From an optimization exercise on the open Yosys and OpenROAD flow, aimed at small area, a short achievable clock period and few clock cycles per item; shortcuts taken in it are not production practice.
In this exercise RTL edits were held to simulation tests only and were not proved equivalent to the original.

==> flow/design.v (excerpt) <==
module PixelSolver (
  input               io_cmd_valid,
  output              io_cmd_ready,
  input      [27:0]   io_cmd_payload_x,
  input      [27:0]   io_cmd_payload_y,
  output              io_rsp_valid,
  input               io_rsp_ready,
  output     [5:0]    io_rsp_payload_iteration,
  input               clk,
  input               reset
);
  reg         v1;
  reg  [27:0] x1, y1, x01, y01, ckx1, cky1;
  reg  [5:0]  it1;
  reg  [1:0]  tag1;
  reg  [13:0] bo1, bt1;      
  reg  [13:0] bn1n;          
  reg  [27:0] x1n;           
  reg         v2;
  reg  [27:0] sxx2, cxx2;
  reg         cixx2;
  reg  [27:0] syy2, cyy2;
  reg         ciyy2;
  reg  [27:0] sxy2, cxy2;
  reg  [19:0] lsxy2, lcxy2;
  reg  [27:0] x02, y02, ckx2, cky2;
  reg  [5:0]  it2;
  reg  [1:0]  tag2;
  reg         per2;
  reg  [3:0]  rob_v;
  reg  [5:0]  rob_d0, rob_d1, rob_d2, rob_d3;
  reg  [2:0]  nseq, head;
  reg         out_v;
  reg  [5:0]  out_d;
  reg         full;          
  ...
clock: 10.0 ns
lec_check: 0
cap_margin: 20
core_margin: 2
core_utilization: 40
slew_margin: 20
standard.sh (not shown) runs the stock make flow with config.mk's settings and CLKGATE_MAP_FILE= SYNTH_SCRIPT=/design/flow/synth_recipe.tcl, a recipe that flattens the netlist after the stock synthesis.
==> flow/flow/run.sh <==
#!/bin/bash
# Standard layout, with one extra step between synthesis and floorplan:
# flow/polarity.py removes the inverters that Yosys's adder extraction leaves
# between full adders (full adders are self-dual), choosing each adder's
# signal polarity so that as few inverters as possible remain. Registers and
# every non-inverter cell keep their names and types.
# The clock period is 10 ns, far above what the design needs, so by default
# the timing repair steps have nothing to do; a setup margin makes them work
# towards a shorter achieved period (the constraints themselves are unchanged).
set -euo pipefail
R=orfs/results/${FLOW_PLATFORM}/PixelSolver/base
bash standard.sh synth > synth.log 2>&1
cp "$R/1_2_yosys.v" yosys_standard.v
python3 flow/polarity.py yosys_standard.v polarity.v > polarity.log 2>&1
cp polarity.v "$R/1_2_yosys.v"
rm -f "$R/1_synth.odb"
bash standard.sh SETUP_SLACK_MARGIN=7 TNS_END_PERCENT=0 finish > finish.log 2>&1
Other scripts of this flow, unchanged in this note and not shown: flow/flow/polarity.py
Testbench counts at the start, summed over its fixed seeds: cycles 263,406, pixels 8,192.
Then changed:
--- a/flow/flow/run.sh
+++ b/flow/flow/run.sh
@@ -16,2 +16,2 @@
 rm -f "$R/1_synth.odb"
-bash standard.sh SETUP_SLACK_MARGIN=7 TNS_END_PERCENT=0 finish > finish.log 2>&1
+bash standard.sh SETUP_SLACK_MARGIN=6.5 TNS_END_PERCENT=0 finish > finish.log 2>&1
- CORE_UTILIZATION: 40 -> 50
Outcome: Hold slack improved by 0.0099 ns. Synthesized cell count is unchanged. Global-route usage increases by 5.7 points. Via count fell slightly. Area after synthesis does not change. Wire length came out lower slightly. Cell count falls by a few percent. Setup slack degrades by 0.021 ns. Final area drops slightly. Flip-flop and latch count does not change.
Then changed:
- CORE_UTILIZATION: 50 -> 40
After rerunning: Via count rises by 0.56%. Final area rises by 0.68%. Die area rises by about 25%. Final cell count rises by about 4.7%.


PixelSolver, a different RTL version from the one above (not shown whole).
Size in the first run: about 5300 cells after synthesis, roughly 68 I/O pins, roughly 56000 sq um of cells after synthesis.
// PixelSolver
module PixelSolver (
  input               io_cmd_valid,
  output              io_cmd_ready,
  input      [27:0]   io_cmd_payload_x,
  input      [27:0]   io_cmd_payload_y,
  output              io_rsp_valid,
  input               io_rsp_ready,
  output     [5:0]    io_rsp_payload_iteration,
  input               clk,
  input               reset
);
  reg         v1;
  reg  [27:0] x1, y1, x01, y01, ckx1, cky1;
  reg  [5:0]  it1;
  reg  [1:0]  tag1;
  reg  [13:0] bo1, bt1;      
  reg  [13:0] bn1n;          
  reg  [27:0] x1n;           
  reg         v2;
  reg  [27:0] sxx2, cxx2;
  reg         cixx2;
  reg  [27:0] syy2, cyy2;
  reg         ciyy2;
  reg  [27:0] sxy2, cxy2;
  reg  [19:0] lsxy2, lcxy2;
  reg  [27:0] x02, y02, ckx2, cky2;
  reg  [5:0]  it2;
  reg  [1:0]  tag2;
  reg         per2;
  reg  [3:0]  rob_v;
  reg  [5:0]  rob_d0, rob_d1, rob_d2, rob_d3;
  reg  [2:0]  nseq, head;
  reg         out_v;
  reg  [5:0]  out_d;
  reg         full;          
  assign io_cmd_ready = !v1 && !full;
  wire        acc = io_cmd_valid && io_cmd_ready;
  assign io_rsp_valid = out_v;
  assign io_rsp_payload_iteration = out_d;
  wire pxx_hs1 = x1[2] ^ (x1[0] & x1[3]);
  wire pxx_hc2 = x1[2] & (x1[0] & x1[3]);
  wire pxx_hs3 = (x1[0] & x1[4]) ^ (x1[1] & x1[3]);
  wire pxx_hc4 = (x1[0] & x1[4]) & (x1[1] & x1[3]);
  wire pxx_fs5 = x1[3] ^ (x1[0] & x1[5]) ^ (x1[1] & x1[4]);
  wire pxx_fc6 = (x1[3] & (x1[0] & x1[5])) | (x1[3] & (x1[1] & x1[4])) | ((x1[0] & x1[5]) & (x1[1] & x1[4]));
  wire pxx_hs7 = (x1[2] & x1[3]) ^ pxx_hc4;
  wire pxx_hc8 = (x1[2] & x1[3]) & pxx_hc4;
  wire pxx_fs9 = (x1[0] & x1[6]) ^ (x1[1] & x1[5]) ^ (x1[2] & x1[4]);
  wire pxx_fc10 = ((x1[0] & x1[6]) & (x1[1] & x1[5])) | ((x1[0] & x1[6]) & (x1[2] & x1[4])) | ((x1[1] & x1[5]) & (x1[2] & x1[4]));
  wire pxx_hs11 = pxx_fc6 ^ pxx_hc8;
  wire pxx_hc12 = pxx_fc6 & pxx_hc8;
  wire pxx_fs13 = x1[4] ^ (x1[0] & x1[7]) ^ (x1[1] & x1[6]);
  wire pxx_fc14 = (x1[4] & (x1[0] & x1[7])) | (x1[4] & (x1[1] & x1[6])) | ((x1[0] & x1[7]) & (x1[1] & x1[6]));
  wire pxx_fs15 = (x1[2] & x1[5]) ^ (x1[3] & x1[4]) ^ pxx_fc10;
  wire pxx_fc16 = ((x1[2] & x1[5]) & (x1[3] & x1[4])) | ((x1[2] & x1[5]) & pxx_fc10) | ((x1[3] & x1[4]) & pxx_fc10);
  ...
export LEC_CHECK = 0
export CAP_MARGIN = 20
export CORE_MARGIN = 2
export CORE_UTILIZATION = 40
export SLEW_MARGIN = 20
create_clock -name core_clock -period 10.0 [get_ports {clk}]
==> flow/flow/run.sh <==
#!/bin/bash
# Standard layout, with one extra step between synthesis and floorplan:
# flow/polarity.py removes the inverters that Yosys's adder extraction leaves
# between full adders (full adders are self-dual), choosing each adder's
# signal polarity so that as few inverters as possible remain. Registers and
# every non-inverter cell keep their names and types.
# The clock period is 10 ns, far above what the design needs, so by default
# the timing repair steps have nothing to do; a setup margin makes them work
# towards a shorter achieved period (the constraints themselves are unchanged).
set -euo pipefail
R=orfs/results/${FLOW_PLATFORM}/PixelSolver/base
bash standard.sh synth > synth.log 2>&1
cp "$R/1_2_yosys.v" yosys_standard.v
python3 flow/polarity.py yosys_standard.v polarity.v > polarity.log 2>&1
cp polarity.v "$R/1_2_yosys.v"
rm -f "$R/1_synth.odb"
bash standard.sh SETUP_SLACK_MARGIN=5.5 finish > finish.log 2>&1
Other scripts of this flow, unchanged in this note and not shown: flow/flow/polarity.py
Testbench counts at the start, summed over its fixed seeds: cycles 263,406, pixels 8,192.
Next try:
--- a/flow/flow/run.sh
+++ b/flow/flow/run.sh
@@ -16,2 +16,2 @@
 rm -f "$R/1_synth.odb"
-bash standard.sh SETUP_SLACK_MARGIN=5.5 finish > finish.log 2>&1
+bash standard.sh SETUP_SLACK_MARGIN=6.5 finish > finish.log 2>&1
Settings changed: CORE_UTILIZATION 40 to 55.
Effect: Synthesized area stays the same; register-to-register slack improved by 200 ps; final area is higher by 20%; synthesized cell count stays the same.
Next try:
--- a/flow/flow/run.sh
+++ b/flow/flow/run.sh
@@ -16,2 +16,2 @@
 rm -f "$R/1_synth.odb"
-bash standard.sh SETUP_SLACK_MARGIN=6.5 finish > finish.log 2>&1
+bash standard.sh SETUP_SLACK_MARGIN=6.5 TNS_END_PERCENT=0 finish > finish.log 2>&1
Settings changed: CAP_MARGIN 20 to 10, CORE_UTILIZATION 55 to 40, SLEW_MARGIN 20 to 10.
After rerunning:
- The changed run produced a clean layout
- critical path depth went down by 3
- design area went down by about a fifth
Next try:
--- a/flow/flow/run.sh
+++ b/flow/flow/run.sh
@@ -16,2 +16,2 @@
 rm -f "$R/1_synth.odb"
-bash standard.sh SETUP_SLACK_MARGIN=6.5 TNS_END_PERCENT=0 finish > finish.log 2>&1
+bash standard.sh SETUP_SLACK_MARGIN=6.5 finish > finish.log 2>&1
Settings changed: CAP_MARGIN 10 to 20, SLEW_MARGIN 10 to 20.
Global-route usage went up by 2.5 points.
Via count went up by 11%.
Sequential share of layout area went down by 2.7 points.
Wire length went up by 22%.
Next try:
--- a/flow/flow/run.sh
+++ b/flow/flow/run.sh
@@ -16,2 +16,2 @@
 rm -f "$R/1_synth.odb"
-bash standard.sh SETUP_SLACK_MARGIN=6.5 finish > finish.log 2>&1
+bash standard.sh SETUP_SLACK_MARGIN=6.5 TNS_END_PERCENT=0 finish > finish.log 2>&1
Settings changed: CTS_BUF_LIST set to sky130_fd_sc_hd__clkbuf_8.
Count of clock-buffer cells in the layout is higher by 56.
Wire length came out lower by 19%.
Next try:
--- a/flow/flow/run.sh
+++ b/flow/flow/run.sh
@@ -16,2 +16,2 @@
 rm -f "$R/1_synth.odb"
-bash standard.sh SETUP_SLACK_MARGIN=6.5 TNS_END_PERCENT=0 finish > finish.log 2>&1
+bash standard.sh SETUP_SLACK_MARGIN=6 finish > finish.log 2>&1
Settings changed: CTS_BUF_LIST sky130_fd_sc_hd__clkbuf_8 to not set.
Result: The changed run passed the timing, design-rule and antenna checks; worst setup slack improves by 170 ps; count of clock-buffer cells in the layout shrinks by 46; global-route usage grows by 1.4 points; area after synthesis is unchanged; via count grows by a few percent; clock skew shrinks by 42 ps; hold slack stays flat; design area grows by a little under a tenth.

[re-timing with driven ports]
The results above use ideal ports. As a check the final layouts listed here were re-extracted and re-timed, cells and wires unchanged. Step 1 sets driving cells, clkbuf_16 on the clock port and buf_2 on the other inputs (assumed; they add their load-dependent delay and slew). Step 2 times the ports against the registers' clock, not the clock port: input delays grow and output delays shrink by t, the midpoint of the rising clock arrivals with the driver on. a / b / c = ideal / step 1 / step 2; a / b = the first two.
| run | t, ns | slack for setup (ns) | worst hold slack (ns) | latest minus earliest clock arrival (ns) |
|---|---|---|---|---|
| the first run of note 1 | 0.746 | 5.511 / 5.511 / 5.511 | 0.312 / 0.312 / 0.312 | 0.030 / 0.030 |
| the second run of note 1 | 0.735 | 5.489 / 5.489 / 5.489 | 0.322 / 0.322 / 0.322 | 0.031 / 0.032 |
| the third run of note 1 | 0.746 | 5.511 / 5.511 / 5.511 | 0.312 / 0.312 / 0.312 | 0.030 / 0.030 |
| the first run of note 2 | 0.757 | 5.510 / 5.510 / 5.510 | 0.313 / 0.313 / 0.313 | 0.048 / 0.048 |
| the second run of note 2 | 0.716 | 5.709 / 5.709 / 5.709 | 0.311 / 0.311 / 0.311 | 0.035 / 0.035 |
| the third run of note 2 | 0.755 | 5.613 / 5.613 / 5.613 | 0.306 / 0.306 / 0.306 | 0.052 / 0.052 |
| the fourth run of note 2 | 0.759 | 5.520 / 5.520 / 5.520 | 0.318 / 0.318 / 0.318 | 0.036 / 0.036 |
| the fifth run of note 2 | 0.887 | 5.532 / 5.532 / 5.532 | 0.311 / 0.311 / 0.311 | 0.072 / 0.071 |
| the sixth run of note 2 | 0.754 | 5.699 / 5.699 / 5.699 | 0.311 / 0.311 / 0.311 | 0.031 / 0.031 |
After both steps every run listed still meets setup and hold.
